Context: an optimization exercise on an open-source flow, tuned for small area, a short achievable clock period and few clock cycles per item. The choices shown serve that exercise and are no tape-out recipe.
No activity file was given, so power comes from the tool's default toggle rates.

Setup of job 6999:
// rvv_div
module rvv_div #(
  parameter int K   = 1,          
  parameter int ADD = 1           
) (
  input  logic         clk,
  input  logic         rst_n,
  input  logic         in_valid,
  input  logic [2:0]   in_rob_entry,
  input  logic [5:0]   in_funct6,
  input  logic [2:0]   in_funct3,
  input  logic [2:0]   in_eew,
  input  logic [127:0] in_vs1,
  input  logic [127:0] in_vs2,
  input  logic [31:0]  in_rs1,
  output logic         out_valid,
  output logic [2:0]   out_rob_entry,
  output logic [127:0] out_data,
  input  logic         out_ready
);
  localparam int CW = 5;          
  function automatic logic [127:0] seg_neg(input logic [127:0] x,
                                           input logic [15:0]  neg,
                                           input logic [15:0]  st);
    logic [15:0] lo;
    logic        p;
    for (int j = 0; j < 16; j++) begin
      if (st[j] || j == 0) lo[j] = 1'b0;
      else                 lo[j] = lo[j-1] | (|x[8*(j-1) +: 8]);
    end
    for (int j = 0; j < 16; j++) begin
      p = lo[j];
      for (int b = 0; b < 8; b++) begin
        seg_neg[8*j+b] = x[8*j+b] ^ (neg[j] & p);
        p = p | x[8*j+b];
      end
    end
  endfunction
  function automatic logic [71:0] add36(input logic [35:0] a, input logic [35:0] b);
    logic [35:0] g, p, c;
    if (ADD == 0) begin
      logic [36:0] t;
      t = {1'b0, a} + {1'b0, b};
      c = {t[36], t[35:1] ^ a[35:1] ^ b[35:1]};
      add36 = {c, t[35:0]};
    end else begin
      g = a & b;
      p = a ^ b;
      if (ADD == 1) begin
        for (int l = 1; l < 36; l = l * 2)
          for (int i = 2*l-1; i < 36; i = i + 2*l) begin
            g[i] = g[i] | (p[i] & g[i-l]);
            p[i] = p[i] & p[i-l];
          end
        for (int l = 16; l >= 1; l = l / 2)
          for (int i = 3*l-1; i < 36; i = i + 2*l) begin
  ...
Size: about 440 I/O pins, about 0.032 mm^2 of cells after synthesis.
==> flow/config.mk <==
export PLATFORM = sky130hd
export DESIGN_NAME = rvv_div
export DESIGN_NICKNAME = rvv_div
export VERILOG_FILES = /design/flow/design.v
export SDC_FILE = /design/flow/constraint.sdc
export NUM_CORES = 8
export LEC_CHECK = 0
export CAP_MARGIN = 40
export CORE_MARGIN = 2
export CORE_UTILIZATION = 45
export CTS_CLUSTER_DIAMETER = 80
export CTS_CLUSTER_SIZE = 20
export SLEW_MARGIN = 40
==> flow/constraint.sdc <==
create_clock -name core_clock -period 11.5 [get_ports {clk}]
set_input_delay 2.3000 -clock core_clock [delete_from_list [all_inputs] [get_ports {clk}]]
set_output_delay 2.3000 -clock core_clock [all_outputs]
set_load 0.01 [all_outputs]
standard.sh (not shown) runs the stock make flow with config.mk's settings and CLKGATE_MAP_FILE= SYNTH_SCRIPT=/design/flow/synth_recipe.tcl, a recipe that flattens the netlist after the stock synthesis.
==> flow/flow/run.sh <==
#!/bin/bash
set -euo pipefail
bash standard.sh SETUP_SLACK_MARGIN=8.05 "BUFFER_PORTS_ARGS=-buffer_cell sky130_fd_sc_hd__buf_1" finish > standard.log 2>&1
--- input diff job 6999..job 451 ---
- ABC_AREA newly set to 1
- CTS_CLUSTER_SIZE removed (was 20)
- CTS_CLUSTER_DIAMETER removed (was 80)
==> flow/flow/run.sh <==
#!/bin/bash
set -euo pipefail
bash standard.sh SETUP_SLACK_MARGIN=7.9 "BUFFER_PORTS_ARGS=-buffer_cell sky130_fd_sc_hd__buf_1" finish > standard.log 2>&1
No stage failed in job 451, and the final checks on the layout all came back clean. | average routed wire per standard cell | higher: job 6999 |. Taking job 6999 as the reference, in job 451 placement-stage worst setup slack -0.16 ns, routed wire length -5.8%, setup slack -0.030 ns, final weighted congestion in routability-driven placement +0.54%.
Changes in job 9922 relative to job 451:
- an added CTS_CLUSTER_DIAMETER of 100
- an added CTS_CLUSTER_SIZE of 30
- a deleted ABC_AREA that had been 1
Notes after the runs:
- Row power per standard cell area: job 9922 higher / job 451 lower
- In job 9922 the buffering overhead turned out 0.47 points lower than in job 451.
- In job 9922 relative to job 451, number of distinct standard cells referenced by the synthesized netlist had gone up by more than half.
- [diff] maximum vdd drop, job 9922 relative to job 451: regression
- Job 9922 reports a lower synthesized cell count than job 451 does.
- Looking at critical path depth, job 9922 sits 4 lower than job 451 does.
- From job 9922 to job 451, number of I/O pins did not move at all.
- For synthesized netlist net count, dividing the value from job 451 by the value from job 9922 gives 1.09.
- On met2 track utilization from global routing: between job 451 and job 9922, it ends up lower for job 451.
- Sum of routed wire length over all layers for job 9922: about 1.7% up relative to job 451
- Final core area utilization: job 9922 vs job 451 down 1.8 points
The following lists how job 5913 was set up differently from job 9922:
- CTS_CLUSTER_SIZE now 20, was 30
- CTS_CLUSTER_DIAMETER now 80, was 100
[summary]
Summary of job 5913 over job 9922: post-route minimum period has increased; number of post-CTS setup repair buffers went down by 8; share of the core filled with cells in the final layout picked up an extra 0.18 points; detailed-route wire length per cell rose by 1.1%; synthesized cell count ~0 delta.
On final cell count, job 5913 tracks job 9922 almost exactly.
Relative to job 9922, routed wire length increased by about 1.1% in job 5913.
Job 5913 against job 9922: post-layout total power higher; least setup slack across all paths after layout down 0.022 ns; via count of the first global-routing pass grew by 159.
#### Input delta (job 9417 over job 5913)
==> flow/flow/run.sh <==
#!/bin/bash
set -euo pipefail
bash standard.sh SETUP_SLACK_MARGIN=7.75 "BUFFER_PORTS_ARGS=-buffer_cell sky130_fd_sc_hd__buf_1" finish > standard.log 2>&1
--- outcome ---
Non-clock buffer count in the final layout was higher in the run labelled job 5913. Job 5913 ended up with sky130_fd_sc_hd__or4_4 as its highest-delay cell along the critical path; job 9417 ended up with sky130_fd_sc_hd__nor3_1. Looking at job 5913 and job 9417, the area after detailed placement is a wash. On power, job 5913 loses to job 9417. Number of diodes ended up 2 higher on job 9417 than on job 5913. Of job 5913 and job 9417, the higher power in the clock group belongs to job 5913. Between job 5913 and job 9417, the worst setup slack is higher for job 5913. Compared job 9417 against job 5913; global-route usage within noise.
Function was not checked in any run of this note: the RTL went through the layout flow alone.

==> afterwards: timing with drivers on the ports <==
How much do the figures lean on ideal ports? The routed layouts below were timed once more, with nothing changed but the port constraints. Step 1 (the two cells are an assumption about what drives the block):
set clk [get_ports {clk}]
set_driving_cell -lib_cell sky130_fd_sc_hd__clkbuf_16 $clk
set_driving_cell -lib_cell sky130_fd_sc_hd__buf_2 [delete_from_list [all_inputs] $clk]
Step 2 adds t to the input delays and takes it off the output delays; t is the mean of the earliest and latest rising clock arrival at the registers after step 1. Input paths then give back, and output paths get back, about the clock's delay inside the block. Three values: no drivers, after step 1, after step 2; two values: the first two.
| run | shift t [ns] | setup slack, ns | slew at the worst register clock pin (ns) |
|---|---|---|---|
| job 6999 | 0.655 | 7.808 / 7.737 / 7.229 | 0.09 / 0.09 |
| job 451 | 0.692 | 7.777 / 7.800 / 7.121 | 0.06 / 0.06 |
| job 9922 | 0.683 | 7.904 / 7.851 / 7.265 | 0.12 / 0.12 |
| job 5913 | 0.672 | 7.882 / 7.817 / 7.248 | 0.10 / 0.10 |
| job 9417 | 0.653 | 7.784 / 7.783 / 7.163 | 0.10 / 0.10 |
After both steps setup and hold are still met in every run listed. For job 451, which loses most, drivers alone change the setup slack by +0.023 ns; drivers and shift together by -0.656 ns.
